This design comes from an exercise in tuning for small area on the open sky130 flow, not from production work.
Function was checked by simulation only, so behaviour that the tests miss may differ from the original.
Power figures rest on the tool's default switching activity, not on a simulated workload.

## design/flow/config.mk

```make
export PLATFORM = sky130hd
export DESIGN_NAME = LCD_instance
export DESIGN_NICKNAME = LCD_instance
export VERILOG_FILES = /design/flow/design.v
export SDC_FILE = /design/flow/constraint.sdc
export NUM_CORES = 4
export LEC_CHECK = 0
export ABC_AREA = 1
export CAP_MARGIN = 20
export CORE_MARGIN = 2
export CORE_UTILIZATION = 70
export SLEW_MARGIN = 20
```

## design/flow/constraint.sdc

```tcl
create_clock -name core_clock -period 10.0 [get_ports {clk}]
set_input_delay 2.0000 -clock core_clock [delete_from_list [all_inputs] [get_ports {clk}]]
set_output_delay 2.0000 -clock core_clock [all_outputs]
set_load 0.01 [all_outputs]
```

## design/flow/design.v

```verilog
module BlockROM16(addr, data);
  input [7:0] addr;
  wire [7:0] addr;
  output [15:0] data;
  wire [15:0] data;
  wire _000_;
  wire _001_;
  wire _002_;
  wire _003_;
  wire _004_;
  wire _005_;
  wire _006_;
  wire _007_;
  wire _008_;
  wire _009_;
  wire _010_;
  wire _011_;
  wire _012_;
  wire _013_;
  wire _014_;
  wire _015_;
  wire _016_;
  wire _017_;
  wire _018_;
  wire _019_;
  wire _020_;
  wire _021_;
  wire _022_;
  wire _023_;
  wire _024_;
  wire _025_;
  wire _026_;
  wire _027_;
  wire _028_;
  wire _029_;
  wire _030_;
  wire _031_;
  wire _032_;
  wire _033_;
  wire _034_;
  wire _035_;
  wire _036_;
  wire _037_;
  wire _038_;
  wire _039_;
  wire _040_;
  wire _041_;
  wire _042_;
  wire _043_;
  wire _044_;
  wire _045_;
  wire _046_;
  wire _047_;
  wire _048_;
  wire _049_;
  wire _050_;
  wire _051_;
  wire _052_;
  wire _053_;
  wire _054_;
  wire _055_;
  wire _056_;
  wire _057_;
  wire _058_;
  wire _059_;
  wire _060_;
  wire _061_;
  wire _062_;
  wire _063_;
  wire _064_;
  wire _065_;
  wire _066_;
  wire _067_;
  wire _068_;
  wire _069_;
  wire _070_;
  wire _071_;
  wire _072_;
  wire _073_;
  wire _074_;
  wire _075_;
  wire _076_;
  wire _077_;
  wire _078_;
  wire _079_;
  wire _080_;
  wire _081_;
  wire _082_;
  wire _083_;
  wire _084_;
  wire _085_;
  wire _086_;
  wire _087_;
  wire _088_;
  wire _089_;
  wire _090_;
  wire _091_;
  wire _092_;
  wire _093_;
  wire _094_;
  wire _095_;
  wire _096_;
  wire _097_;
  wire _098_;
  wire _099_;
  wire _100_;
  wire _101_;
  wire _102_;
  wire _103_;
  wire _104_;
  wire _105_;
  wire _106_;
  wire _107_;
  wire _108_;
  wire _109_;
  wire _110_;
  wire _111_;
  wire _112_;
  wire _113_;
  wire _114_;
  wire _115_;
  wire _116_;
  wire _117_;
  wire _118_;
  wire _119_;
  wire _120_;
  wire _121_;
  wire _122_;
  wire _123_;
  wire _124_;
  wire _125_;
  wire _126_;
  wire _127_;
  wire _128_;
  wire _129_;
  wire _130_;
  wire _131_;
  wire _132_;
  wire _133_;
  wire _134_;
  wire _135_;
  wire _136_;
  wire _137_;
  wire _138_;
  wire _139_;
  wire _140_;
  wire _141_;
  wire _142_;
  wire _143_;
  wire _144_;
  wire _145_;
  wire _146_;
  wire _147_;
  wire _148_;
  wire _149_;
  wire _150_;
  wire _151_;
  wire _152_;
  wire _153_;
  wire _154_;
  wire _155_;
  wire _156_;
  wire _157_;
  wire _158_;
  wire _159_;
  wire _160_;
  wire _161_;
  wire _162_;
  wire _163_;
  wire _164_;
  wire _165_;
  wire _166_;
  wire _167_;
  wire _168_;
  wire _169_;
  wire _170_;
  wire _171_;
  wire _172_;
  wire _173_;
  wire _174_;
  wire _175_;
  wire _176_;
  wire _177_;
  wire _178_;
  wire _179_;
  wire _180_;
  wire _181_;
  wire _182_;
  wire _183_;
  wire _184_;
  wire _185_;
  wire _186_;
  wire _187_;
  wire _188_;
  wire _189_;
  wire _190_;
  wire _191_;
  wire _192_;
  wire _193_;
  wire _194_;
  wire _195_;
  wire _196_;
  wire _197_;
  wire _198_;
  wire _199_;
  wire _200_;
  wire _201_;
  wire _202_;
  wire _203_;
  wire _204_;
  wire _205_;
  wire _206_;
  wire _207_;
  wire _208_;
  wire _209_;
  wire _210_;
  wire _211_;
  wire _212_;
  wire _213_;
  wire _214_;
  wire _215_;
  wire _216_;
  wire _217_;
  wire _218_;
  wire _219_;
  wire _220_;
  wire _221_;
  wire _222_;
  wire _223_;
  wire _224_;
  wire _225_;
  wire _226_;
  wire _227_;
  wire _228_;
  wire _229_;
  wire _230_;
  wire _231_;
  wire _232_;
  wire _233_;
  wire _234_;
  wire _235_;
  wire _236_;
  wire _237_;
  wire _238_;
  wire _239_;
  wire _240_;
  wire _241_;
  wire _242_;
  wire _243_;
  wire _244_;
  wire _245_;
  wire _246_;
  wire _247_;
  wire _248_;
  wire _249_;
  wire _250_;
  wire _251_;
  wire _252_;
  wire _253_;
  wire _254_;
  wire _255_;
  wire _256_;
  wire _257_;
  wire _258_;
  wire _259_;
  wire _260_;
  wire _261_;
  wire _262_;
  wire _263_;
  wire _264_;
  wire _265_;
  wire _266_;
  wire _267_;
  wire _268_;
  wire _269_;
  wire _270_;
  wire _271_;
  wire _272_;
  wire _273_;
  wire _274_;
  wire _275_;
  wire _276_;
  wire _277_;
  wire _278_;
  wire _279_;
  wire _280_;
  wire _281_;
  wire _282_;
  wire _283_;
  wire _284_;
  wire _285_;
  wire _286_;
  wire _287_;
  wire _288_;
  wire _289_;
  wire _290_;
  wire _291_;
  wire _292_;
  wire _293_;
  wire _294_;
  wire _295_;
  wire _296_;
  wire _297_;
  wire _298_;
  wire _299_;
  wire _300_;
  wire _301_;
  wire _302_;
  wire _303_;
  wire _304_;
  wire _305_;
  wire _306_;
  wire _307_;
  wire _308_;
  wire _309_;
  wire _310_;
  wire _311_;
  wire _312_;
  wire _313_;
  wire _314_;
  wire _315_;
  wire _316_;
  wire _317_;
  wire _318_;
  wire _319_;
  wire _320_;
  wire _321_;
  wire _322_;
  wire _323_;
  wire _324_;
  wire _325_;
  wire _326_;
  wire _327_;
  assign _087_ = ~addr[5];
  assign _098_ = ~addr[6];
  assign _109_ = ~addr[3];
  assign _120_ = ~addr[1];
  assign _130_ = ~addr[2];
  assign _141_ = ~addr[4];
  assign _151_ = ~addr[7];
  assign _162_ = _120_ | ~(addr[0]);
  assign _173_ = _130_ | ~(addr[0]);
  assign _184_ = _162_ | ~(addr[2]);
  assign _194_ = ~_184_;
  assign _205_ = _194_ | ~(_109_);
  assign _216_ = addr[2] | ~(addr[0]);
  assign _227_ = ~_216_;
  assign _237_ = _162_ | ~(_130_);
  assign _248_ = _109_ | ~(_237_);
  assign _259_ = ~_248_;
  assign _265_ = _205_ & ~(_259_);
  assign _266_ = _265_ | ~(addr[4]);
  assign _267_ = _151_ & ~(_087_);
  assign _268_ = _267_ & ~(_098_);
  assign _269_ = addr[2] | ~(addr[3]);
  assign _270_ = ~_269_;
  assign _271_ = _237_ | ~(addr[3]);
  assign _272_ = _271_ & ~(addr[4]);
  assign _273_ = _272_ | ~(_266_);
  assign data[8] = _268_ & ~(_273_);
  assign _274_ = addr[0] | ~(addr[1]);
  assign _275_ = ~_274_;
  assign _276_ = _120_ & ~(addr[0]);
  assign _277_ = _276_ | ~(addr[3]);
  assign _278_ = _270_ | ~(_277_);
  assign _279_ = ~_278_;
  assign _280_ = _279_ | ~(_274_);
  assign _281_ = _173_ & ~(addr[3]);
  assign _282_ = _280_ & ~(_281_);
  assign _283_ = _282_ | ~(addr[4]);
  assign _284_ = addr[2] | ~(addr[1]);
  assign _285_ = addr[1] | ~(addr[0]);
  assign _286_ = ~_285_;
  assign _287_ = _286_ | ~(_274_);
  assign _288_ = ~_287_;
  assign _289_ = _130_ | ~(addr[1]);
  assign _290_ = ~_289_;
  assign _291_ = addr[2] & ~(addr[0]);
  assign _292_ = _286_ | ~(addr[2]);
  assign _293_ = _287_ | ~(addr[2]);
  assign _294_ = _284_ & _293_;
  assign _295_ = _294_ | ~(addr[3]);
  assign _296_ = addr[2] | ~(_120_);
  assign _297_ = addr[0] | ~(_296_);
  assign _298_ = _297_ | ~(_109_);
  assign _299_ = _275_ | ~(_109_);
  assign _300_ = ~(_295_ & _298_);
  assign _301_ = _141_ & ~(_300_);
  assign _302_ = _283_ & ~(_301_);
  assign _303_ = _302_ | ~(_087_);
  assign _304_ = _285_ | ~(_130_);
  assign _305_ = _275_ & ~(addr[2]);
  assign _306_ = _288_ | ~(_130_);
  assign _307_ = ~_306_;
  assign _308_ = _306_ & ~(_205_);
  assign _309_ = _305_ | ~(addr[3]);
  assign _310_ = ~_309_;
  assign _311_ = addr[2] & ~(addr[1]);
  assign _312_ = _311_ | ~(_310_);
  assign _313_ = _308_ | ~(_312_);
  assign _314_ = _141_ & ~(_313_);
  assign _315_ = _304_ | ~(addr[4]);
  assign _316_ = _314_ | ~(addr[5]);
  assign _317_ = _315_ & ~(_316_);
  assign _318_ = _303_ & ~(_317_);
  assign _319_ = _318_ | ~(_098_);
  assign _320_ = _304_ | ~(_141_);
  assign _321_ = _269_ | ~(addr[4]);
  assign _322_ = _275_ & ~(_321_);
  assign _323_ = _141_ | ~(_109_);
  assign _324_ = _323_ | ~(_194_);
  assign _325_ = _323_ & ~(_237_);
  assign _326_ = _322_ | ~(_087_);
  assign _327_ = _326_ | ~(_320_);
  assign _000_ = _325_ | ~(addr[5]);
  assign _001_ = _324_ & ~(_000_);
  assign _002_ = _327_ & ~(_001_);
  assign _003_ = addr[6] & ~(_002_);
  assign _004_ = _151_ & ~(_003_);
  assign _005_ = addr[4] | ~(_087_);
  assign _006_ = _005_ | ~(addr[3]);
  assign _007_ = addr[6] & ~(_006_);
  assign _008_ = _007_ | ~(_004_);
  assign data[7] = _319_ & ~(_008_);
  assign _009_ = _290_ | ~(addr[3]);
  assign _010_ = _237_ & ~(_009_);
  assign _011_ = _299_ & ~(_010_);
  assign _012_ = _011_ | ~(_141_);
  assign _013_ = _009_ & ~(_292_);
  assign _014_ = ~(_012_ | _013_);
  assign _015_ = _014_ | ~(_283_);
  assign _016_ = addr[5] | ~(_015_);
  assign _017_ = _130_ & ~(addr[0]);
  assign _018_ = _285_ & ~(addr[2]);
  assign _019_ = _018_ | ~(_281_);
  assign _020_ = _019_ & ~(addr[4]);
  assign _021_ = _285_ | ~(addr[2]);
  assign _022_ = ~_021_;
  assign _023_ = _022_ & ~(_109_);
  assign _024_ = _023_ | ~(_020_);
  assign _025_ = _017_ | ~(addr[3]);
  assign _026_ = addr[1] & ~(addr[3]);
  assign _027_ = _227_ | ~(_109_);
  assign _028_ = addr[3] | ~(_304_);
  assign _029_ = ~_028_;
  assign _030_ = _029_ | ~(_025_);
  assign _031_ = _030_ & ~(_141_);
  assign _032_ = _031_ | ~(_024_);
  assign _033_ = _087_ | ~(_032_);
  assign _034_ = _016_ & _033_;
  assign _035_ = _098_ & ~(_034_);
  assign data[6] = _004_ & ~(_035_);
  assign _036_ = _275_ | ~(addr[2]);
  assign _037_ = _309_ | ~(_173_);
  assign _038_ = _309_ | ~(_036_);
  assign _039_ = ~(_020_ & _038_);
  assign _040_ = _017_ | ~(_109_);
  assign _041_ = _040_ & ~(_286_);
  assign _042_ = _276_ | ~(addr[2]);
  assign _043_ = _041_ | ~(addr[4]);
  assign _044_ = _042_ & ~(_043_);
  assign _045_ = _044_ | ~(_098_);
  assign _046_ = _045_ | ~(_039_);
  assign _047_ = _296_ | ~(_109_);
  assign _048_ = _275_ | ~(_173_);
  assign _049_ = _048_ | ~(_047_);
  assign _050_ = _141_ & ~(_049_);
  assign _051_ = addr[6] & ~(_050_);
  assign _052_ = _227_ | ~(addr[3]);
  assign _053_ = _052_ & ~(_141_);
  assign _054_ = _029_ & ~(_290_);
  assign _055_ = _053_ & ~(_054_);
  assign _056_ = _051_ & ~(_055_);
  assign _057_ = _056_ | ~(_046_);
  assign _058_ = _057_ | ~(_267_);
  assign _059_ = _290_ & ~(_109_);
  assign _060_ = _030_ & ~(_059_);
  assign _061_ = _141_ & ~(_060_);
  assign _062_ = _274_ | ~(addr[2]);
  assign _063_ = ~_062_;
  assign _064_ = _063_ | ~(_285_);
  assign _065_ = _109_ & ~(_064_);
  assign _066_ = _065_ | ~(addr[4]);
  assign _067_ = _066_ | ~(_038_);
  assign _068_ = _061_ | ~(addr[6]);
  assign _069_ = _068_ | ~(_067_);
  assign _070_ = _162_ & ~(_109_);
  assign _071_ = addr[4] & ~(_070_);
  assign _072_ = _042_ & ~(addr[3]);
  assign _073_ = _275_ | ~(_130_);
  assign _074_ = _298_ | ~(_289_);
  assign _075_ = _270_ | ~(_074_);
  assign _076_ = _075_ | ~(_071_);
  assign _077_ = _063_ | ~(_259_);
  assign _078_ = _072_ | ~(_141_);
  assign _079_ = _077_ & ~(_078_);
  assign _080_ = _079_ | ~(_076_);
  assign _081_ = _098_ & ~(_080_);
  assign _082_ = _151_ & ~(addr[5]);
  assign _083_ = _081_ | ~(_069_);
  assign _084_ = _082_ & ~(_083_);
  assign data[5] = _084_ | ~(_058_);
  assign _085_ = _271_ & ~(_022_);
  assign _086_ = addr[4] & ~(_085_);
  assign _088_ = _087_ & ~(_086_);
  assign _089_ = _307_ | ~(_292_);
  assign _090_ = _089_ | ~(addr[3]);
  assign _091_ = _291_ | ~(_109_);
  assign _092_ = _237_ & ~(_091_);
  assign _093_ = _092_ | ~(_141_);
  assign _094_ = _090_ & ~(_093_);
  assign _095_ = _094_ | ~(_088_);
  assign _096_ = _026_ | ~(_019_);
  assign _097_ = _259_ | ~(addr[4]);
  assign _099_ = _287_ | ~(_270_);
  assign _100_ = _099_ & ~(addr[4]);
  assign _101_ = _096_ | ~(_248_);
  assign _102_ = _141_ | ~(_101_);
  assign _103_ = _100_ | ~(_102_);
  assign _104_ = _103_ & ~(_087_);
  assign _105_ = _095_ & ~(_104_);
  assign _106_ = addr[6] & ~(_105_);
  assign _107_ = _019_ | ~(_289_);
  assign _108_ = _310_ & ~(_286_);
  assign _110_ = _108_ | ~(_107_);
  assign _111_ = _110_ | ~(_141_);
  assign _112_ = _276_ & ~(_321_);
  assign _113_ = _112_ | ~(addr[5]);
  assign _114_ = _113_ | ~(_111_);
  assign _115_ = _089_ & ~(addr[3]);
  assign _116_ = _115_ | ~(_071_);
  assign _117_ = _311_ | ~(_109_);
  assign _118_ = addr[4] | ~(_117_);
  assign _119_ = _064_ & ~(_118_);
  assign _121_ = _119_ | ~(_087_);
  assign _122_ = _116_ & ~(_121_);
  assign _123_ = _114_ & ~(_122_);
  assign _124_ = _123_ | ~(_098_);
  assign _125_ = _106_ | ~(_151_);
  assign data[4] = _124_ & ~(_125_);
  assign _126_ = _047_ & ~(_266_);
  assign _127_ = _012_ & ~(_126_);
  assign _128_ = _127_ | ~(_098_);
  assign _129_ = _294_ | ~(_109_);
  assign _131_ = _292_ & ~(_309_);
  assign _132_ = _131_ | ~(addr[4]);
  assign _133_ = _129_ & ~(_132_);
  assign _134_ = _279_ | ~(_216_);
  assign _135_ = _134_ | ~(_141_);
  assign _136_ = _133_ | ~(addr[6]);
  assign _137_ = _135_ & ~(_136_);
  assign _138_ = _137_ | ~(_082_);
  assign _139_ = _138_ | ~(_128_);
  assign _140_ = _141_ | ~(_047_);
  assign _142_ = _140_ | ~(_134_);
  assign _143_ = _052_ & ~(_118_);
  assign _144_ = _143_ | ~(_142_);
  assign _145_ = _144_ | ~(_098_);
  assign _146_ = _062_ & ~(_028_);
  assign _147_ = _053_ & ~(_146_);
  assign _148_ = _051_ & ~(_147_);
  assign _149_ = _148_ | ~(_267_);
  assign _150_ = _145_ & ~(_149_);
  assign data[3] = _150_ | ~(_139_);
  assign _152_ = _096_ & ~(_063_);
  assign _153_ = _053_ & ~(_152_);
  assign _154_ = _073_ | ~(_050_);
  assign _155_ = _153_ | ~(addr[5]);
  assign _156_ = _155_ | ~(_154_);
  assign _157_ = _022_ | ~(_310_);
  assign _158_ = _096_ | ~(addr[4]);
  assign _159_ = _158_ | ~(_157_);
  assign _160_ = _117_ | ~(_162_);
  assign _161_ = _276_ & ~(_109_);
  assign _163_ = _161_ | ~(_141_);
  assign _164_ = _160_ & ~(_163_);
  assign _165_ = _164_ | ~(_159_);
  assign _166_ = _087_ & ~(_165_);
  assign _167_ = _156_ & ~(_166_);
  assign _168_ = _167_ | ~(addr[6]);
  assign _169_ = _305_ | ~(_109_);
  assign _170_ = _169_ | ~(_289_);
  assign _171_ = _278_ | ~(_141_);
  assign _172_ = _170_ & ~(_171_);
  assign _174_ = _062_ & ~(_109_);
  assign _175_ = _027_ | ~(_021_);
  assign _176_ = _174_ | ~(addr[4]);
  assign _177_ = _176_ | ~(_175_);
  assign _178_ = _172_ | ~(_177_);
  assign _179_ = _178_ | ~(_087_);
  assign _180_ = _309_ | ~(_184_);
  assign _181_ = _216_ & ~(_299_);
  assign _182_ = _181_ | ~(_141_);
  assign _183_ = _182_ | ~(_180_);
  assign _185_ = _141_ | ~(_277_);
  assign _186_ = _185_ | ~(_299_);
  assign _187_ = _087_ | ~(_186_);
  assign _188_ = _183_ & ~(_187_);
  assign _189_ = _179_ & ~(_188_);
  assign _190_ = _098_ & ~(_189_);
  assign _191_ = _190_ | ~(_151_);
  assign data[2] = _168_ & ~(_191_);
  assign _192_ = _028_ & ~(_259_);
  assign _193_ = addr[4] & ~(_192_);
  assign _195_ = addr[5] & ~(_193_);
  assign _196_ = _285_ & ~(_049_);
  assign _197_ = _141_ & ~(_196_);
  assign _198_ = _197_ | ~(_195_);
  assign _199_ = _296_ & ~(_009_);
  assign _200_ = _173_ | ~(_141_);
  assign _201_ = ~(_118_ | _199_);
  assign _202_ = _036_ & ~(addr[3]);
  assign _203_ = _201_ | ~(_200_);
  assign _204_ = _141_ | ~(_037_);
  assign _206_ = _204_ | ~(_129_);
  assign _207_ = _203_ | ~(_206_);
  assign _208_ = addr[5] | ~(_207_);
  assign _209_ = _098_ | ~(_198_);
  assign _210_ = _208_ & ~(_209_);
  assign _211_ = addr[2] & ~(_186_);
  assign _212_ = addr[3] & ~(_036_);
  assign _213_ = _285_ & ~(_212_);
  assign _214_ = _213_ | ~(_141_);
  assign _215_ = _211_ | ~(_284_);
  assign _217_ = _214_ & ~(_215_);
  assign _218_ = _217_ | ~(addr[5]);
  assign _219_ = _097_ | _202_;
  assign _220_ = addr[4] | ~(_169_);
  assign _221_ = ~(_199_ | _220_);
  assign _222_ = _221_ | ~(_219_);
  assign _223_ = _222_ & ~(addr[5]);
  assign _224_ = _223_ | ~(_098_);
  assign _225_ = _224_ | ~(_218_);
  assign _226_ = _210_ | ~(_151_);
  assign data[1] = _225_ & ~(_226_);
  assign _228_ = _117_ | ~(_141_);
  assign _229_ = _228_ | ~(_089_);
  assign _230_ = _307_ | ~(_278_);
  assign _231_ = _141_ | ~(_040_);
  assign _232_ = _230_ & ~(_231_);
  assign _233_ = _229_ & ~(_232_);
  assign _234_ = _233_ | ~(addr[5]);
  assign _235_ = _025_ | ~(_293_);
  assign _236_ = _306_ & ~(_091_);
  assign _238_ = _236_ | ~(_235_);
  assign _239_ = ~(_005_ | _238_);
  assign _240_ = _098_ & ~(_239_);
  assign _241_ = _162_ & ~(_130_);
  assign _242_ = _259_ & ~(_241_);
  assign _243_ = _158_ | _242_;
  assign _244_ = _087_ & ~(_243_);
  assign _245_ = _244_ | ~(_234_);
  assign _246_ = _240_ & ~(_245_);
  assign _247_ = _026_ | ~(_279_);
  assign _249_ = addr[3] & ~(_284_);
  assign _250_ = _249_ | ~(_247_);
  assign _251_ = _141_ | ~(_250_);
  assign _252_ = _184_ & ~(_040_);
  assign _253_ = _252_ | ~(_230_);
  assign _254_ = addr[4] | ~(_253_);
  assign _255_ = _251_ & _254_;
  assign _256_ = _087_ & ~(_255_);
  assign _257_ = _288_ & ~(_040_);
  assign _258_ = _100_ & ~(_257_);
  assign _260_ = _258_ | ~(_195_);
  assign _261_ = _256_ | ~(addr[6]);
  assign _262_ = _261_ | ~(_260_);
  assign _263_ = _246_ | ~(_151_);
  assign data[0] = _262_ & ~(_263_);
  assign _264_ = _324_ & ~(_249_);
  assign data[11] = _268_ & ~(_264_);
  assign { data[15:12], data[10:9] } = { data[11], data[11], data[11], data[11], data[8], data[8] };
endmodule
module BlockROM1(addr, data);
  input [7:0] addr;
  wire [7:0] addr;
  output data;
  wire data;
  wire _000_;
  wire _001_;
  wire _002_;
  wire _003_;
  wire _004_;
  wire _005_;
  wire _006_;
  wire _007_;
  wire _008_;
  wire _009_;
  wire _010_;
  wire _011_;
  wire _012_;
  wire _013_;
  wire _014_;
  wire _015_;
  wire _016_;
  wire _017_;
  wire _018_;
  wire _019_;
  wire _020_;
  wire _021_;
  wire _022_;
  wire _023_;
  wire _024_;
  wire _025_;
  wire _026_;
  wire _027_;
  wire _028_;
  wire _029_;
  wire _030_;
  wire _031_;
  wire _032_;
  wire _033_;
  wire _034_;
  wire _035_;
  wire _036_;
  wire _037_;
  wire _038_;
  wire _039_;
  wire _040_;
  wire _041_;
  wire _042_;
  wire _043_;
  wire _044_;
  wire _045_;
  wire _046_;
  wire _047_;
  wire _048_;
  wire _049_;
  wire _050_;
  wire _051_;
  wire _052_;
  wire _053_;
  wire _054_;
  wire _055_;
  wire _056_;
  wire _057_;
  wire _058_;
  wire _059_;
  assign _000_ = ~addr[3];
  assign _001_ = ~addr[0];
  assign _002_ = ~addr[1];
  assign _003_ = ~addr[4];
  assign _004_ = ~addr[5];
  assign _005_ = ~addr[7];
  assign _006_ = addr[0] | ~(addr[2]);
  assign _007_ = addr[2] | ~(addr[0]);
  assign _008_ = addr[3] & ~(_007_);
  assign _009_ = _006_ & ~(_008_);
  assign _010_ = _002_ & ~(_009_);
  assign _011_ = _003_ & ~(_010_);
  assign _012_ = _011_ | ~(addr[5]);
  assign _013_ = addr[1] | ~(addr[2]);
  assign _014_ = addr[1] & ~(_001_);
  assign _015_ = addr[3] & ~(_014_);
  assign _016_ = _013_ & _015_;
  assign _017_ = _007_ | ~(_002_);
  assign _018_ = _000_ & ~(_017_);
  assign _019_ = _018_ | ~(_003_);
  assign _020_ = _016_ | ~(_019_);
  assign _021_ = _004_ & ~(_020_);
  assign _022_ = _021_ | ~(_012_);
  assign _023_ = _002_ | ~(_001_);
  assign _024_ = _006_ | ~(addr[1]);
  assign _025_ = _004_ & ~(_000_);
  assign _026_ = _025_ | ~(_024_);
  assign _027_ = _026_ | ~(addr[4]);
  assign _028_ = _017_ & ~(_027_);
  assign _029_ = _022_ & ~(_028_);
  assign _030_ = _005_ & ~(_029_);
  assign _031_ = _030_ | ~(addr[6]);
  assign _032_ = _001_ & ~(addr[2]);
  assign _033_ = _013_ & ~(addr[0]);
  assign _034_ = _033_ | ~(_000_);
  assign _035_ = _015_ | ~(_003_);
  assign _036_ = _034_ & ~(_035_);
  assign _037_ = addr[2] | ~(_023_);
  assign _038_ = _001_ & ~(addr[3]);
  assign _039_ = ~(_000_ ^ _001_);
  assign _040_ = _039_ | ~(addr[4]);
  assign _041_ = _040_ | ~(_037_);
  assign _042_ = _036_ | ~(_004_);
  assign _043_ = _041_ & ~(_042_);
  assign _044_ = _006_ & _037_;
  assign _045_ = _044_ | ~(addr[3]);
  assign _046_ = _038_ | ~(_003_);
  assign _047_ = _046_ | ~(_045_);
  assign _048_ = _018_ | ~(addr[5]);
  assign _049_ = _048_ | ~(_047_);
  assign _050_ = _043_ | ~(_049_);
  assign _051_ = ~(addr[6] | _050_);
  assign _052_ = _051_ | ~(_005_);
  assign _053_ = _032_ | ~(addr[1]);
  assign _054_ = addr[5] | ~(_003_);
  assign _055_ = _054_ | ~(_053_);
  assign _056_ = _055_ | ~(addr[7]);
  assign _057_ = _000_ & ~(_056_);
  assign _058_ = _052_ & ~(_057_);
  assign _059_ = _058_ | ~(_031_);
  assign data = ~_059_;
endmodule
module LCD_instance(
    input                 clk,
    input                 rstn,
    input       [3:0]     col,
    output      [3:0]     row,
    output                LCD_CS,
    output                LCD_RST,
    output                LCD_RS,
    output                LCD_WR,
    output                LCD_RD,
    output       [15:0]   LCD_DATA,
    output                LCD_BLK
);
assign LCD_RST = rstn;
assign LCD_RD  = 1'b1;
assign LCD_BLK = 1'b1;
reg [11:0] scnt;             
reg        sclk;             
wire       scan_end = (scnt == 12'd1316);           
wire [11:0] scnt_step = {scnt[10:0], ~(scnt[11] ^ scnt[10])};
always @(posedge clk) begin
    if (!rstn) begin
        scnt <= 12'd0;
        sclk <= 1'b0;
    end else if (scan_end) begin
        scnt <= 12'd0;
        sclk <= ~sclk;
    end else begin
        scnt <= scnt_step;
    end
end
reg [1:0] ridx;              
always @(posedge clk or negedge rstn) begin
    if (!rstn)                 ridx <= 2'd0;
    else if (scan_end & ~sclk) ridx <= ridx + 1'b1;
end
assign row = ~(4'b0001 << ridx);
wire sample = scan_end & sclk & (ridx == 2'd0);
wire kphase = (scnt == 12'd1048) & sclk & (ridx == 2'd2);   
reg [5:0] kc0, kc1;
always @(posedge clk or negedge rstn) begin
    if (!rstn) begin
        kc0 <= 6'd0;
        kc1 <= 6'd0;
    end else if (sample) begin
        kc0 <= col[0] ? 6'd0 : (kc0 == 6'd59) ? kc0 : {kc0[4:0], ~(kc0[5] ^ kc0[0])};
        kc1 <= col[1] ? 6'd0 : (kc1 == 6'd59) ? kc1 : {kc1[4:0], ~(kc1[5] ^ kc1[0])};
    end
end
wire kp0 = kphase & (kc0 == 6'd61);
wire kp1 = kphase & (kc1 == 6'd61);
reg         Initial_finish;
reg         crst;            
reg  [7:0]  L;               
reg  [10:0] H;               
reg         rep;             
wire [10:0] H_step = {H[9:0], ~(H[10] ^ H[1])};
wire        H_300  = (H == 11'd952);     
wire        H_400  = (H == 11'd1553);    
wire        H_1999 = (H == 11'd1152);    
wire       kill    = Initial_finish & ~crst;
wire [7:0] addr_nc = (~Initial_finish & rep) ? 8'd106 : L;
wire [7:0] addr    = kill ? 8'd107 : addr_nc;
wire color_finish = (addr == 8'd120);
wire clear_finish = (addr == 8'd133);
reg       wact;
reg [1:0] wph;
wire      addr_en = wact & (wph == 2'd3);
wire      write_en;
wire      w_en    = Initial_finish ? write_en : kp0;
wire      w_stop  = Initial_finish & (color_finish | clear_finish);
wire      if_set  = ~Initial_finish & ~rep & (L == 8'd107);
always @(posedge clk or negedge rstn) begin
    if (!rstn) begin
        wact <= 1'b0;
        wph  <= 2'd0;
    end else if (if_set) begin
        wact <= 1'b0;
        wph  <= 2'd0;
    end else if (wact) begin
        wph <= wph + 1'b1;
        if ((wph == 2'd3) & w_stop) wact <= 1'b0;
    end else if (w_en) begin
        wact <= 1'b1;
    end
end
assign LCD_CS = ~wact;
assign LCD_WR = ~(wact & (wph == 2'd1));
always @(posedge clk or negedge rstn) begin
    if (!rstn)       Initial_finish <= 1'b0;
    else if (if_set) Initial_finish <= 1'b1;
end
localparam S_IDLE = 3'd0;
localparam S_CWE  = 3'd1;
localparam S_CW   = 3'd2;
localparam S_DLY  = 3'd3;
localparam S_CCE  = 3'd4;
localparam S_CC   = 3'd5;
localparam S_AC   = 3'd6;
reg [2:0] cst, nst;
wire delay_finish = H_1999;
always @(*) begin
    case (cst)
        S_IDLE: nst = (kp1 & Initial_finish) ? S_CWE : S_IDLE;
        S_AC:   nst = S_CWE;
        S_CWE:  nst = S_CW;
        S_CW:   nst = color_finish ? S_DLY : S_CW;
        S_DLY:  nst = delay_finish ? S_CCE : S_DLY;
        S_CCE:  nst = S_CC;
        S_CC:   nst = clear_finish ? S_AC : S_CC;
        default: nst = S_IDLE;
    endcase
end
always @(posedge clk or negedge rstn) begin
    if (!rstn) cst <= S_IDLE;
    else       cst <= nst;
end
always @(negedge clk or negedge rstn) begin
    if (!rstn) crst <= 1'b0;
    else       crst <= ~((cst == S_IDLE) | (cst == S_AC) | (cst == 3'd7));    
end
assign write_en = ((cst == S_IDLE) & kp1 & Initial_finish) | (cst == S_AC) | ((cst == S_DLY) & delay_finish);    
wire L_inc  = addr_en;
wire [7:0] L_p1 = L + 1'b1;
wire rep_c = (L == 8'd119) | (L == 8'd132);
always @(posedge clk or negedge rstn) begin
    if (!rstn) begin
        L   <= 8'd0;
        H   <= 11'd0;
        rep <= 1'b0;
    end else if (Initial_finish) begin
        if (!crst) begin
            L <= 8'd107;
            H <= 11'd0;
        end else begin
            if (cst == S_DLY)
                H <= H_step;
            else if (rep_c)
                H <= addr_en ? (H_400 ? 11'd0 : H_step) : H;
            else
                H <= 11'd0;
            if (addr_en) begin
                if (rep_c & ~H_400) L <= L;
                else if (L == 8'd133) L <= 8'd107;
                else L <= L_p1;
            end
        end
    end else if (addr_en) begin
        L <= L_p1;
        if (L == 8'd255) H <= H_step;
        if (L == 8'd105) rep <= ~H_300;
    end
end
reg [3:0] ci, ri;
always @(posedge clk or negedge rstn) begin
    if (!rstn) begin
        ci <= 4'd0;
        ri <= 4'd0;
    end else if ((cst == S_CC) & clear_finish) begin    
        if (ci == 4'd11) begin
            ci <= 4'd0;
            ri <= ri + 1'b1;
        end else begin
            ci <= ci + 1'b1;
        end
    end
end
wire [7:0] col_start = {ci, 4'b0} + {2'b0, ci, 2'b0};
wire [7:0] col_end   = col_start + 8'd19;
wire [8:0] row_start = {1'b0, ri, 4'b0} + {3'b0, ri, 2'b0};
wire [8:0] row_end   = row_start + 9'd19;
reg [7:0] addr_q;
always @(posedge clk) addr_q <= addr;
wire [15:0] B_DATA;
BlockROM16 BlockROM_Data(.addr(addr_q), .data(B_DATA));
BlockROM1  BlockROM_Flag(.addr(addr_q), .data(LCD_RS));
reg [15:0] data_nc;
always @(*) begin
    case (addr_nc)
        8'd108, 8'd121: data_nc = 16'h002A;
        8'd109, 8'd122: data_nc = 16'h0000;
        8'd110, 8'd123: data_nc = {8'b0, col_start};
        8'd111, 8'd124: data_nc = 16'h0000;
        8'd112, 8'd125: data_nc = {8'b0, col_end};
        8'd113, 8'd126: data_nc = 16'h002B;
        8'd114, 8'd127: data_nc = {15'b0, row_start[8]};
        8'd115, 8'd128: data_nc = {8'b0, row_start[7:0]};
        8'd116, 8'd129: data_nc = {15'b0, row_end[8]};
        8'd117, 8'd130: data_nc = {8'b0, row_end[7:0]};
        8'd118, 8'd131: data_nc = 16'h002C;
        8'd119, 8'd120: data_nc = 16'hFFE0;
        8'd132, 8'd133: data_nc = 16'hF800;
        default:        data_nc = B_DATA;
    endcase
end
assign LCD_DATA = kill ? B_DATA : data_nc;
endmodule
```

## design/flow/flow/run.sh

```bash
#!/bin/bash
# Own flow: the standard synthesis (unchanged), then its combinational
# logic re-mapped by ABC with an area-oriented script (the registers, their
# names and cell types are left as they are), then the standard layout
# from floorplan to finish.
set -euo pipefail
W=$(pwd)
R=$W/orfs/results/$FLOW_PLATFORM/LCD_instance/base
YOSYS=$FLOW_HOME/../tools/install/yosys/bin/yosys
[[ -x $YOSYS ]] || YOSYS=yosys

bash standard.sh synth > $W/flow_1_synth.log 2>&1

cp $R/1_2_yosys.v $W/standard_1_2_yosys.v
RESYN_LIB=$FLOW_HOME/platforms/$FLOW_PLATFORM/lib/sky130_fd_sc_hd__tt_025C_1v80.lib \
RESYN_IN=$W/standard_1_2_yosys.v \
RESYN_OUT=$W/resyn_1_2_yosys.v \
RESYN_ABC=$W/flow/resyn.abc \
RESYN_TOP=$FLOW_TOP \
  $YOSYS -c $W/flow/resyn.tcl > $W/flow_2_resyn.log 2>&1
cp $W/resyn_1_2_yosys.v $R/1_2_yosys.v

bash standard.sh finish > $W/flow_3_layout.log 2>&1
```

## design/flow/flow/resyn.abc

```
strash
balance
 rewrite
 refactor
 balance
 rewrite
 rewrite -z
 balance
 refactor -z
 rewrite -z
 balance
 balance
 rewrite
 refactor
 balance
 rewrite
 rewrite -z
 balance
 refactor -z
 rewrite -z
 balance
 dch -f
 amap
 mfs2
 strash
 balance
 rewrite
 refactor
 balance
 rewrite
 rewrite -z
 balance
 refactor -z
 rewrite -z
 balance
 dch -f
 amap
```

## design/flow/flow/resyn.tcl

```tcl
# Re-map the combinational logic of the standard synthesis netlist for area.
# Registers (and their names and cell types) are kept as they are.
yosys -import
set lib $::env(RESYN_LIB)
set in  $::env(RESYN_IN)
set out $::env(RESYN_OUT)
set scr $::env(RESYN_ABC)
read_liberty -ignore_miss_func $lib
blackbox sky130_fd_sc_hd__df* sky130_fd_sc_hd__ed* sky130_fd_sc_hd__sdf* sky130_fd_sc_hd__dl* sky130_fd_sc_hd__sed*
read_verilog $in
hierarchy -top $::env(RESYN_TOP)
flatten
opt_clean -purge
read_liberty -lib -ignore_redef $lib
set du {}
foreach c {probe_p_8 probec_p_8 lpflow_bleeder_1 lpflow_clkbufkapwr_1 lpflow_clkbufkapwr_16 lpflow_clkbufkapwr_2 lpflow_clkbufkapwr_4 lpflow_clkbufkapwr_8 lpflow_clkinvkapwr_1 lpflow_clkinvkapwr_16 lpflow_clkinvkapwr_2 lpflow_clkinvkapwr_4 lpflow_clkinvkapwr_8 lpflow_inputiso0n_1 lpflow_inputiso0p_1 lpflow_inputiso1n_1 lpflow_inputiso1p_1 lpflow_isobufsrc_1 lpflow_isobufsrc_16 lpflow_isobufsrc_2 lpflow_isobufsrc_4 lpflow_isobufsrc_8 lpflow_isobufsrckapwr_16 lpflow_lsbuf_lh_hl_isowell_tap_1 lpflow_lsbuf_lh_hl_isowell_tap_2 lpflow_lsbuf_lh_hl_isowell_tap_4 lpflow_lsbuf_lh_isowell_4 lpflow_lsbuf_lh_isowell_tap_1 lpflow_lsbuf_lh_isowell_tap_2 lpflow_lsbuf_lh_isowell_tap_4} {
  lappend du -dont_use sky130_fd_sc_hd__$c
}
abc -liberty $lib {*}$du -script $scr
opt_clean -purge
splitnets
opt_clean -purge
hilomap -singleton -hicell sky130_fd_sc_hd__conb_1 HI -locell sky130_fd_sc_hd__conb_1 LO
insbuf -buf sky130_fd_sc_hd__buf_4 A X
opt_clean -purge
stat -liberty $lib
check -assert -mapped
write_verilog -noattr -nohex -nodec $out
```

## design/flow/standard.sh

```bash
#!/bin/bash
# synth_recipe.tcl (not shown) runs the flow's synth.tcl, then flattens the netlist and writes it again
# the make line also repeats each setting of config.mk as NAME=value (left out here)
make -C /OpenROAD-flow-scripts/flow DESIGN_CONFIG=/design/flow/config.mk WORK_HOME=/design/flow/orfs CLKGATE_MAP_FILE= SYNTH_SCRIPT=/design/flow/synth_recipe.tcl "${@:-finish}"
```

==> key figures, run 1 <==
Critical path
  – Worst path arrival time: 7.70 ns
  – Crit path kind: flip-flop to output pin
  – CP required: 8.00 ns
  – Startpoint Class: flip-flop
  – CP max FO: 10
  – CP Capture Type: output pin

Die
  – Core Region: 0.00679 mm²
  – Initial Utilization: 0.722
  – Die height: 87.7 µm
  – DIE WIDTH: 87.7 µm
  – Row Count: 30
  – IO Pins: 32
  – DIE AREA: 0.00769 mm²

Synthesis
  – Avg Inst Size Synth: roughly 7.0 µm²
  – Synth Instances: 699
  – Mapped cell area: 0.00490 mm²
  – Synthesis warning total: 1

Timing
  – Fin. max-slew vios: 0
  – Final Hold Fails: 0
  – Headroom to the max-slew limit: 0.400
  – Post-route worst setup slack: 0.301 ns
  – Setup Viol. Count Final: 0
  – Fin Setup TNS: 0 ns
  – Slew @ Worst Pin: between 0.8 and 0.9 ns
  – RSZ-0062 raised after global routing: false
  – Final Skew: ~0.019 ns

Pwr
  – Total power draw: 0.578 mW
  – PD cells: 107 mW/mm²
  – Worst VDD drop: 147 µV
  – Switching portion of total power: 0.216
  – Comb pwr share: 0.019
  – Register share of total power: 0.499
  – Clk pwr share: 0.483
  – Pleak: 2.02 nW
  – Switch Pwr: about 0.12 mW
  – Cell Int Power: 0.453 mW

Route
  – Iteration-0 DRC Markers: roughly 1100
  – DRC: 0
  – Vias post-DR: 5693
  – Wire per inst: 19.1 µm
  – Wirelength, routed: roughly 16 mm
  – Wire length on met1: 5.85 mm
  – Via density: 6.93
  – First-pass iteration count of the detailed router: 6
  – Met2 wire len: 7.21 mm
  – Max layer used: met4
  – WL met3: 1.72 mm
  – Final antenna-violating net count: 0

Cells and area
  – FF+latch area: 0.00167 mm²
  – Layout net count: 726
  – Fillers: 429
  – Area Overhead vs Synth: 10.2%
  – Ant diodes: 0
  – Layout cell share with drive strength beyond 1: 0.0303
  – Multi-input gate area: 0.00266 mm²

Clocking
  – CTS tree: built
  – Clock slew seen by the registers of the worst setup and hold paths: ~0.080 ns
  – Post-CTS resize count: 0
  – Hold_buf cts: 0
  – CTS Buffer Depth: 2
  – Clock root cell: clkbuf_8
  – Setup Buffers After CTS: 0
  – Clock sinks: 71
  – Clk Latency, worst-skew pair: ~0.35 ns
  – H-tree depth: 3
  – TritonCTS buffer count: 9

Global route
  – First-pass GRT wire length: 25.4 mm
  – Overall Global Routing Usage: 0.421
  – Largest net degree at the start of global routing: 53
  – Vias in the first global route: 5258
  – Antenna violations before repair: 0
  – Overflow after GRT: 0

Place
  – Dpl ws: 0.723 ns
  – Routability cong.: between 1 and 1.5
  – I/O Buffers: 27
  – Detailed placement HPWL: 10.7 mm

Status
  – Outcome: complete, no violations

Job
  – MaxCap Viol Count: 0

Worst hold path
  – Hold Crit Class: flip-flop to flip-flop
## state kept, by name, indices dropped and copies added, names as in the netlist
register / cells
wact: 1
rep: 1
scnt: 12
ri: 4
kc1: 6
L: 8
addr_q: 8
kc0: 6
cst: 3
ridx: 2
wph: 2
Initial_finish: 1
crst: 1
sclk: 1
H: 11
ci: 4
## critical path: stages, from the launching register on
cell             delay [ns]
dfrtn_1                0.35
nor2_1                 0.15
clkinv_1               0.26
o21ai_0                0.18
o21ai_0                0.11
buf_4                  0.18
o41ai_1                0.38
buf_4                  0.22
clkdlybuf4s50_1        0.54
## cell usage in the layout, fill, tap and decap left out, types with 13 or more instances in the layout
cell type and instances:
clkinv_1 109, a31oi_1 13, dfxtp_1 21, nand4_1 13
o22ai_1 13, a21oi_1 28, nor2_1 153, dfrtp_1 49
nand2_1 54, nor3_1 36, clkdlybuf4s50_1 26, o21ai_0 42
or3_1 18, o32ai_1 17
## per-stage QoR
stage	cells	hold WS, ns	util	cell area (µm²)
final	821	0.434	0.796	5410
after global routing	821	0.461	0.796	5410
after global placement	805	0.415	0.759	5160
after detailed placement	805	0.425	0.759	5160
after CTS	821	0.433	0.795	5400
after floorplan	700	0.403	-	4910
## area by class of cell
type                    instances  area share
clock inverters                 4      0.0141
multi-input cells             497       0.492
flip-flops and latches         71       0.309
inverters                     109      0.0757
repair buffers                 32      0.0560
clock buffers                  12      0.0308
well taps                      96      0.0222
## path summary, 6_finish.rpt
kind,start,to,slack (ns),depth (start not counted)
worst min-delay path,scnt[7],scnt[8],0.43,2
worst max-delay path,crst,LCD_DATA[13],0.30,8
worst max register to register,crst,ri[3],2.22,15
max in group asynchronous,rstn,crst,3.54,1
min in group asynchronous,rstn,H[1],1.80,2
worst min register to register,scnt[7],scnt[8],0.43,2
## power groups by stage
stage / clock network [mW] / logic [mW] / registers (mW)
2_1_floorplan: 0 / 0.00439 / 0.294
3_3_place_gp: 0 / 0.00985 / 0.294
3_5_place_dp: 0 / 0.0105 / 0.294
4_1_cts: 0.277 / 0.0108 / 0.288
5_1_grt: 0.289 / 0.0122 / 0.288
6_report: 0.279 / 0.0108 / 0.288
## per-layer routing
| layer | vias up | global-route usage |
|---|---|---|
| li1 | 2507 | - |
| met1 | 2596 | 0.539 |
| met2 | 479 | 0.674 |
| met3 | 111 | 0.0820 |
| met4 | 0 | 0.228 |
| met5 | - | 0 |
==> run 2, diff against run 1 <==
--- a/design/flow/design.v
+++ b/design/flow/design.v
@@ -892,10 +892,10 @@
 end
 localparam S_IDLE = 3'd0;
-localparam S_CWE  = 3'd1;
-localparam S_CW   = 3'd2;
-localparam S_DLY  = 3'd3;
-localparam S_CCE  = 3'd4;
-localparam S_CC   = 3'd5;
-localparam S_AC   = 3'd6;
+localparam S_CWE  = 3'd2;
+localparam S_CW   = 3'd3;
+localparam S_DLY  = 3'd4;
+localparam S_CCE  = 3'd5;
+localparam S_CC   = 3'd6;
+localparam S_AC   = 3'd1;
 reg [2:0] cst, nst;
 wire delay_finish = H_1999;
@@ -918,5 +918,5 @@
 always @(negedge clk or negedge rstn) begin
     if (!rstn) crst <= 1'b0;
-    else       crst <= ~((cst == S_IDLE) | (cst == S_AC) | (cst == 3'd7));    
+    else       crst <= (cst[2] | cst[1]) & ~(cst == 3'd7);    
 end
 assign write_en = ((cst == S_IDLE) & kp1 & Initial_finish) | (cst == S_AC) | ((cst == S_DLY) & delay_finish);    
@@ -966,8 +966,9 @@
     end
 end
-wire [7:0] col_start = {ci, 4'b0} + {2'b0, ci, 2'b0};
-wire [7:0] col_end   = col_start + 8'd19;
-wire [8:0] row_start = {1'b0, ri, 4'b0} + {3'b0, ri, 2'b0};
-wire [8:0] row_end   = row_start + 9'd19;
+wire       par_row = ((addr_nc >= 8'd114) & (addr_nc <= 8'd117)) | ((addr_nc >= 8'd127) & (addr_nc <= 8'd130));
+wire       par_end = (addr_nc == 8'd112) | (addr_nc == 8'd116) | (addr_nc == 8'd117) |
+                     (addr_nc == 8'd125) | (addr_nc == 8'd129) | (addr_nc == 8'd130);
+wire [3:0] par_idx = par_row ? ri : ci;
+wire [8:0] par_val = {1'b0, par_idx, 4'b0} + {3'b0, par_idx, 2'b0} + (par_end ? 9'd19 : 9'd0);
 reg [7:0] addr_q;
 always @(posedge clk) addr_q <= addr;
@@ -980,12 +981,12 @@
         8'd108, 8'd121: data_nc = 16'h002A;
         8'd109, 8'd122: data_nc = 16'h0000;
-        8'd110, 8'd123: data_nc = {8'b0, col_start};
+        8'd110, 8'd123: data_nc = {8'b0, par_val[7:0]};
         8'd111, 8'd124: data_nc = 16'h0000;
-        8'd112, 8'd125: data_nc = {8'b0, col_end};
+        8'd112, 8'd125: data_nc = {8'b0, par_val[7:0]};
         8'd113, 8'd126: data_nc = 16'h002B;
-        8'd114, 8'd127: data_nc = {15'b0, row_start[8]};
-        8'd115, 8'd128: data_nc = {8'b0, row_start[7:0]};
-        8'd116, 8'd129: data_nc = {15'b0, row_end[8]};
-        8'd117, 8'd130: data_nc = {8'b0, row_end[7:0]};
+        8'd114, 8'd127: data_nc = {15'b0, par_val[8]};
+        8'd115, 8'd128: data_nc = {8'b0, par_val[7:0]};
+        8'd116, 8'd129: data_nc = {15'b0, par_val[8]};
+        8'd117, 8'd130: data_nc = {8'b0, par_val[7:0]};
         8'd118, 8'd131: data_nc = 16'h002C;
         8'd119, 8'd120: data_nc = 16'hFFE0;
--- a/design/flow/flow/resyn.tcl
+++ b/design/flow/flow/resyn.tcl
@@ -22,5 +22,5 @@
 opt_clean -purge
 hilomap -singleton -hicell sky130_fd_sc_hd__conb_1 HI -locell sky130_fd_sc_hd__conb_1 LO
-insbuf -buf sky130_fd_sc_hd__buf_4 A X
+insbuf -buf sky130_fd_sc_hd__buf_1 A X
 opt_clean -purge
 stat -liberty $lib
==> run 2 against run 1 <==
Against the previous run:
- still clean on timing, DRC and antenna
- critical path type unchanged
- area after synthesis is 5.8% lower
- global-route usage down 4.0 points
- hold slack gained 0.019 ns
- clock skew rose by 0.0070 ns
==> key figures, run 2 <==
Status
  – Outcome: complete, no violations

Clocking
  – Post-CTS resize count: 0 (unchanged)
  – Clock root cell: clkbuf_8
  – Setup Buffers After CTS: 0 (unchanged)
  – CTS tree: built
  – H-tree depth: 3 (unchanged)
  – TritonCTS buffer count: 9 (unchanged)
  – Clock slew seen by the registers of the worst setup and hold paths: 0.08 ns (about the same)
  – CTS Buffer Depth: 2 (unchanged)
  – Clk Latency, worst-skew pair: 0.36 ns (about the same)
  – Hold_buf cts: 0 (unchanged)
  – Clock sinks: 71 (unchanged)

Cells and area
  – FF+latch area: 0.00167 mm² (unchanged)
  – Multi-input gate area: 0.00251 mm² (-5.6%)
  – Max reg flops: 12 (unchanged)
  – Area Overhead vs Synth: 10.9%
  – Largest regs: scnt (12), H (11)
  – Most frequent cells in the layout: nor2_1, clkinv_1, dfrtp_1
  – Ant diodes: 0 (unchanged)
  – Fillers: 414 (-3.5%)
  – Layout net count: 695 (-4.3%)
  – Largest Register: scnt
  – Layout cell share with drive strength beyond 1: 0.0288 (-0.00153)
  – Commonest non-fill, non-tap cell in the layout: nor2_1

Die
  – Core Region: 0.00635 mm² (-6.5%)
  – IO Pins: 32 (unchanged)
  – Initial Utilization: 0.727 (+0.00536)
  – Row Count: 29 (-3.3%)
  – Die height: 85.2 µm (-2.8%)
  – DIE AREA: 0.00726 mm² (-5.6%)
  – DIE WIDTH: 85.2 µm (-2.8%)

Pwr
  – Worst VDD drop: 136 µV (-8.1%)
  – Pleak: 1.97 nW (-2.6%)
  – PD cells: 104 mW/mm² (-2.3%)

Critical path
  – FF-to-FF Start: crst
  – Worst r2r path cells: 12 (-3)
  – Reg2Reg Setup Slack: 2.27 ns (+0.05 ns)
  – CP max-delay cell: clkdlybuf4s50_1
  – CP required: 8.00 ns (about the same)
  – Crit-path cells: nor2_1 > clkinv_1 > o31ai_1 > clkinv_1 > nor2_1 > clkinv_1 > o32ai_1 > clkdlybuf4s50_1
  – Delay-heaviest family, CP: buffers and inverters
  – Crit-path max cell delay: 0.59 ns (+0.05 ns)
  – Worst R2R End: ri[3]
  – Most common cell on crit path: clkinv_1
  – Worst path arrival time: 7.61 ns (-0.09 ns)
  – CP max FO: 12 (+2)
  – Worst Path Buf+Inv: 4 (unchanged)
  – Crit path kind: flip-flop to output pin
  – CP Capture Type: output pin
  – Startpoint Class: flip-flop

Synthesis
  – Avg Inst Size Synth: 6.89 µm² (-1.8%)
  – Mapped cell area: 0.00462 mm² (-5.8%)
  – Synth Instances: 670 (-4.1%)
  – Synthesis warning total: 1 (unchanged)

Global route
  – Largest net degree at the start of global routing: 53 (unchanged)
  – Overflow after GRT: 0 (unchanged)
  – Antenna violations before repair: 0 (unchanged)
  – First-pass GRT wire length: 22.2 mm (-13%)
  – Overall Global Routing Usage: 0.381 (-0.0402)
  – Vias in the first global route: 4867 (-7.4%)

Timing
  – Slew @ Worst Pin: 0.845 ns (-0.0432 ns)
  – Final Skew: 0.0263 ns (+0.00704 ns)
  – Fin Setup TNS: 0 ns (unchanged)
  – Fin. max-slew vios: 0 (unchanged)
  – Headroom to the max-slew limit: 0.430 (+0.0306)
  – Setup Viol. Count Final: 0 (unchanged)
  – Final Hold Fails: 0 (unchanged)
  – Hold Slack: 0.452 ns (+0.0185 ns)
  – RSZ-0062 raised after global routing: false

Route
  – First-pass iteration count of the detailed router: 9 (+3)
  – Iteration-0 DRC Markers: 793 (-25%)
  – Vias post-DR: 5278 (-7.3%)
  – DRC: 0 (unchanged)
  – Wirelength, routed: 13.5 mm (-14%)
  – Via density: 6.85 (-1.3%)
  – Final antenna-violating net count: 0 (unchanged)
  – Wire per inst: 17.6 µm (-8.2%)

Worst hold path
  – Min-delay src: scnt[1]
  – Hold-critical path depth: 2 (unchanged)
  – Hold EP: scnt[2]
  – Hold Crit Class: flip-flop to flip-flop

Job
  – MaxCap Viol Count: 0 (unchanged)

Place
  – Routability cong.: 1.06 (-6.6%)
  – I/O Buffers: 27 (unchanged)
  – Detailed placement HPWL: 9.60 mm (-10%)
==> run 2: worst max path at each step <==
| stage | to | cells past startpoint | from |
|---|---|---|---|
| 2_1_floorplan | LCD_DATA[4] | 8 | crst |
| 3_3_place_gp | LCD_DATA[4] | 8 | crst |
| 3_5_place_dp | LCD_DATA[4] | 8 | crst |
| 4_1_cts | LCD_DATA[4] | 8 | crst |
| 5_1_grt | LCD_DATA[4] | 8 | crst |
| 6_report | LCD_DATA[4] | 8 | crst |
==> run 2: stage by stage <==
step,utilization,worst slack (ns),instance area (µm²),power (mW),instances
2_1_floorplan,-,1.22,4620,0.297,671
3_3_place_gp,0.775,0.836,4920,0.303,755
3_5_place_dp,0.775,0.760,4920,0.303,755
4_1_cts,0.806,0.392,5120,0.535,771
5_1_grt,0.806,0.168,5120,0.545,771
6_report,0.806,0.391,5120,0.535,771
==> run 2: final cells by class <==
type                    instances  share of cell area
clock buffers                   9              0.0242
clock inverters                 7              0.0152
inverters                      94              0.0689
multi-input cells             483               0.490
flip-flops and latches         71               0.326
well taps                      77              0.0188
repair buffers                 30              0.0562
==> run 2: per-layer routing <==
metal  GRT usage  wire (µm)  vias to the layer above
li1            -          -                     2398
met2       0.592       6050                      406
met4       0.196        684                        0
met1       0.482       5170                     2379
met3       0.114       1630                       95
met5           0          0                        -
==> run 2: where the power goes <==
part           total (mW)  internal, mW  switching [mW]
logic             0.00940       0.00233         0.00706
registers           0.288         0.287        0.000853
clock network       0.238         0.118           0.120
total               0.535         0.407           0.128
==> run 2: worst register-to-register path, delay by kind of cell, from the launching register on <==
family                 cells  cell delay (ns)
and+or+nand+nor            9             1.90
DFF                        1             0.41
AOI/OAI and AO/OA          1             0.07
buffers and inverters      2             0.25
==> run 3, diff against run 2 <==
--- a/design/flow/design.v
+++ b/design/flow/design.v
@@ -892,10 +892,10 @@
 end
 localparam S_IDLE = 3'd0;
-localparam S_CWE  = 3'd2;
-localparam S_CW   = 3'd3;
-localparam S_DLY  = 3'd4;
-localparam S_CCE  = 3'd5;
-localparam S_CC   = 3'd6;
-localparam S_AC   = 3'd1;
+localparam S_CWE  = 3'd1;
+localparam S_CW   = 3'd2;
+localparam S_DLY  = 3'd3;
+localparam S_CCE  = 3'd4;
+localparam S_CC   = 3'd5;
+localparam S_AC   = 3'd6;
 reg [2:0] cst, nst;
 wire delay_finish = H_1999;
@@ -918,5 +918,5 @@
 always @(negedge clk or negedge rstn) begin
     if (!rstn) crst <= 1'b0;
-    else       crst <= (cst[2] | cst[1]) & ~(cst == 3'd7);    
+    else       crst <= ~((cst == S_IDLE) | (cst == S_AC) | (cst == 3'd7));    
 end
 assign write_en = ((cst == S_IDLE) & kp1 & Initial_finish) | (cst == S_AC) | ((cst == S_DLY) & delay_finish);    
@@ -966,9 +966,8 @@
     end
 end
-wire       par_row = ((addr_nc >= 8'd114) & (addr_nc <= 8'd117)) | ((addr_nc >= 8'd127) & (addr_nc <= 8'd130));
-wire       par_end = (addr_nc == 8'd112) | (addr_nc == 8'd116) | (addr_nc == 8'd117) |
-                     (addr_nc == 8'd125) | (addr_nc == 8'd129) | (addr_nc == 8'd130);
-wire [3:0] par_idx = par_row ? ri : ci;
-wire [8:0] par_val = {1'b0, par_idx, 4'b0} + {3'b0, par_idx, 2'b0} + (par_end ? 9'd19 : 9'd0);
+wire [7:0] col_start = {ci, 4'b0} + {2'b0, ci, 2'b0};
+wire [7:0] col_end   = col_start + 8'd19;
+wire [8:0] row_start = {1'b0, ri, 4'b0} + {3'b0, ri, 2'b0};
+wire [8:0] row_end   = row_start + 9'd19;
 reg [7:0] addr_q;
 always @(posedge clk) addr_q <= addr;
@@ -981,12 +980,12 @@
         8'd108, 8'd121: data_nc = 16'h002A;
         8'd109, 8'd122: data_nc = 16'h0000;
-        8'd110, 8'd123: data_nc = {8'b0, par_val[7:0]};
+        8'd110, 8'd123: data_nc = {8'b0, col_start};
         8'd111, 8'd124: data_nc = 16'h0000;
-        8'd112, 8'd125: data_nc = {8'b0, par_val[7:0]};
+        8'd112, 8'd125: data_nc = {8'b0, col_end};
         8'd113, 8'd126: data_nc = 16'h002B;
-        8'd114, 8'd127: data_nc = {15'b0, par_val[8]};
-        8'd115, 8'd128: data_nc = {8'b0, par_val[7:0]};
-        8'd116, 8'd129: data_nc = {15'b0, par_val[8]};
-        8'd117, 8'd130: data_nc = {8'b0, par_val[7:0]};
+        8'd114, 8'd127: data_nc = {15'b0, row_start[8]};
+        8'd115, 8'd128: data_nc = {8'b0, row_start[7:0]};
+        8'd116, 8'd129: data_nc = {15'b0, row_end[8]};
+        8'd117, 8'd130: data_nc = {8'b0, row_end[7:0]};
         8'd118, 8'd131: data_nc = 16'h002C;
         8'd119, 8'd120: data_nc = 16'hFFE0;
==> design/flow/run.sh (new file) <==
#!/bin/bash
# synth_recipe.tcl (not shown) runs the flow's synth.tcl, then flattens the netlist and writes it again
# the make line also repeats each setting of config.mk as NAME=value (left out here)
make -C /OpenROAD-flow-scripts/flow DESIGN_CONFIG=/design/flow/config.mk WORK_HOME=/design/flow/orfs CLKGATE_MAP_FILE= SYNTH_SCRIPT=/design/flow/synth_recipe.tcl finish
removed: design/flow/flow/run.sh
removed: design/flow/flow/resyn.abc
removed: design/flow/flow/resyn.tcl
removed: design/flow/standard.sh
==> run 3 against run 2 <==
Against the previous run:
- clock skew decreased by 0.0046 ns
- critical path type unchanged
- setup slack improved by 0.41 ns
- critical path depth decreased by 2
- area after synthesis increased by 28%
- register-to-register slack improved by 0.50 ns
- sequential power about the same
- power decreased by 4.2%
- highest routed layer unchanged
==> key figures, run 3 <==
Status
  – Outcome: complete, no violations

Critical path
  – Crit-path cells: nor2_2 > clkinv_1 > nand2_2 > nand2_1 > o21ai_1 > clkdlybuf4s50_1
  – CP max FO: 11 (-1)
  – Worst path arrival time: 7.20 ns (-0.41 ns)
  – Critical path launch point: crst
  – Worst r2r path cells: 9 (-3)
  – Startpoint Class: flip-flop
  – Crit path kind: flip-flop to output pin
  – Crit-path max cell delay: 0.60 ns (about the same)
  – CP max-delay cell: clkdlybuf4s50_1
  – FF-to-FF Start: crst
  – CP required: 8.00 ns (about the same)
  – CP Capture Type: output pin

Place
  – Routability cong.: 1.06 (-0.12%)
  – Detailed placement HPWL: 12.0 mm (+25%)
  – I/O Buffers: 27 (unchanged)
  – Dpl ws: 1.14 ns (+0.383 ns)

Clocking
  – CTS Buffer Depth: 2 (unchanged)
  – CTS tree: built
  – Clock sinks: 71 (unchanged)
  – H-tree depth: 3 (unchanged)
  – Post-CTS resize count: 0 (unchanged)
  – Hold_buf cts: 0 (unchanged)
  – Clk Latency, worst-skew pair: 0.35 ns (about the same)
  – TritonCTS buffer count: 9 (unchanged)
  – Setup Buffers After CTS: 0 (unchanged)
  – Clock slew seen by the registers of the worst setup and hold paths: 0.08 ns (about the same)
  – Clock root cell: clkbuf_8

Timing
  – Fin Setup TNS: 0 ns (unchanged)
  – Post-route worst setup slack: 0.799 ns (+0.408 ns)
  – RSZ-0062 raised after global routing: false
  – Final Hold Fails: 0 (unchanged)
  – Hold Slack: 0.431 ns (-0.0207 ns)
  – Final Skew: 0.0217 ns (-0.00457 ns)
  – Setup Viol. Count Final: 0 (unchanged)
  – Slew @ Worst Pin: 0.798 ns (-0.0476 ns)
  – Headroom to the max-slew limit: 0.467 (+0.0370)
  – Fin. max-slew vios: 0 (unchanged)

Route
  – First-pass iteration count of the detailed router: 7 (-2)
  – Final antenna-violating net count: 0 (unchanged)
  – Vias post-DR: 6360 (+21%)
  – Via density: 6.03 (-12%)
  – Wire per inst: 15.4 µm (-12%)
  – Iteration-0 DRC Markers: 781 (-1.5%)
  – Wirelength, routed: 16.3 mm (+20%)
  – DRC: 0 (unchanged)

Synthesis
  – Prevailing post-synth register cell: dfrtp_1
  – Yosys top cell by area: dfrtp_1
  – Seq/Total Area, Yosys: 0.284
  – Mapped cell area: 0.00589 mm² (+28%)
  – Most frequent cell after synthesis: nand2_1
  – Synth area leaders: dfrtp_1, nand2_1, nand3_1, dfxtp_1, nor2_1
  – Synth Instances: 939 (+40%)
  – Yosys top cell area share: 0.208
  – Post-synth top cells: nand2_1, nor2_1, inv_1
  – Avg Inst Size Synth: 6.27 µm² (-8.9%)
  – Synth cell types: 50
  – FF+latch count, synth: 71
  – Post-synth EDFFs: 0
  – Synthesis warning total: 1 (unchanged)
  – Ys async rst share: 0.704

Global route
  – Overall Global Routing Usage: 0.369 (-0.0120)
  – Antenna violations before repair: 0 (unchanged)
  – Overflow after GRT: 0 (unchanged)
  – Vias in the first global route: 5826 (+20%)
  – First-pass GRT wire length: 26.8 mm (+21%)
  – Largest net degree at the start of global routing: 54 (+1.9%)

Pwr
  – Cell Int Power: 0.380 mW (-6.6%)
  – Pleak: 3.09 nW (+57%)
  – Total power draw: 0.512 mW (-4.2%)
  – Comb pwr share: 0.019 (about the same)
  – PD cells: 81.4 mW/mm² (-22%)
  – Clk pwr share: 0.421 (-0.024)
  – Register share of total power: 0.560 (+0.022)
  – Switching portion of total power: 0.258 (+0.0187)
  – Worst VDD drop: 123 µV (-9.4%)
  – Switch Pwr: 0.132 mW (+3.3%)

Die
  – DIE WIDTH: 95.7 µm (+12%)
  – Initial Utilization: 0.721 (-0.00640)
  – Row Count: 33 (+14%)
  – IO Pins: 32 (unchanged)
  – Core Region: 0.00818 mm² (+29%)
  – Die height: 95.7 µm (+12%)
  – DIE AREA: 0.00917 mm² (+26%)

Cells and area
  – Ant diodes: 0 (unchanged)
  – FF+latch area: 0.00167 mm² (unchanged)
  – Layout cell share with drive strength beyond 1: 0.0600 (+0.0312)
  – Largest Register: scnt
  – Most frequent cells in the layout: nand2_1, nor2_1, inv_1
  – Max reg flops: 12 (unchanged)
  – Largest regs: scnt (12), H (11)
  – Multi-input gate area: 0.00357 mm² (+42%)
  – Layout net count: 979 (+41%)
  – Fillers: 608 (+47%)
  – Area Overhead vs Synth: 6.90%
  – Commonest non-fill, non-tap cell in the layout: nand2_1

Worst hold path
  – Hold Crit Class: flip-flop to flip-flop
  – Hold-critical path depth: 2 (unchanged)
  – Min-delay src: scnt[6]

Job
  – MaxCap Viol Count: 0 (unchanged)
==> run 3: metal layers <==
metal / vias to the layer above / routed length [µm] / global-route usage
met4: 0 / 628 / 0.165
met5: - / 0 / 0
li1: 3066 / - / -
met1: 2843 / 6560 / 0.485
met2: 375 / 7640 / 0.584
met3: 76 / 1450 / 0.0807
==> run 3: power by group through the flow <==
| stage | registers [mW] | clock network [mW] | logic, mW |
|---|---|---|---|
| floorplan | 0.293 | 0 | 0.00395 |
| global placement | 0.293 | 0 | 0.00923 |
| detailed placement | 0.293 | 0 | 0.00983 |
| CTS | 0.287 | 0.216 | 0.00987 |
| global route | 0.287 | 0.230 | 0.0110 |
| finish | 0.287 | 0.216 | 0.00957 |
==> run 3: worst max-delay path: cells and delay by family (launching register included) <==
family / cells / cell delay [ns]
compound gates: 1 / 0.19
buf+inv: 2 / 0.75
flops: 1 / 0.39
simple gates: 3 / 0.53
==> run 3: worst paths after layout <==
| path | slack [ns] | endpoint |
|---|---|---|
| setup reg to reg | 2.77 | ri[3] |
| setup / recovery | 0.80 | LCD_DATA[15] |
| max in group asynchronous | 2.84 | crst |
| hold reg to reg | 0.43 | scnt[7] |
| min in group asynchronous | 1.77 | ridx[0] |
| hold / removal | 0.43 | scnt[7] |
==> run 3: cell type report <==
class / count / area share
multi-input combinational: 711 / 0.567
clock inverter: 6 / 0.00735
inverter: 120 / 0.0715
timing repair buffer: 32 / 0.0481
sequential: 71 / 0.265
clock buffer: 10 / 0.0203
tap: 105 / 0.0209
==> run 3: through the flow <==
| step | cell area (µm²) | cells | utilization |
|---|---|---|---|
| final | 6300 | 1055 | 0.770 |
| after global routing | 6300 | 1055 | 0.770 |
| after CTS | 6290 | 1055 | 0.770 |
| after detailed placement | 6120 | 1039 | 0.749 |
| after global placement | 6120 | 1039 | 0.749 |
| after floorplan | 5900 | 940 | - |
==> run 3: kinds of logic after synthesis <==
logic type                 count (synthesis)  share of synthesized area
AOI/OAI and AO/OA                        140                      0.134
buffers and inverters                    158                      0.112
other                                      1                   0.000636
and+or+nand+nor                          529                      0.390
xor gates and xnor gates                  12                     0.0178
DFF                                       71                      0.284
adders and majority gates                 28                     0.0620
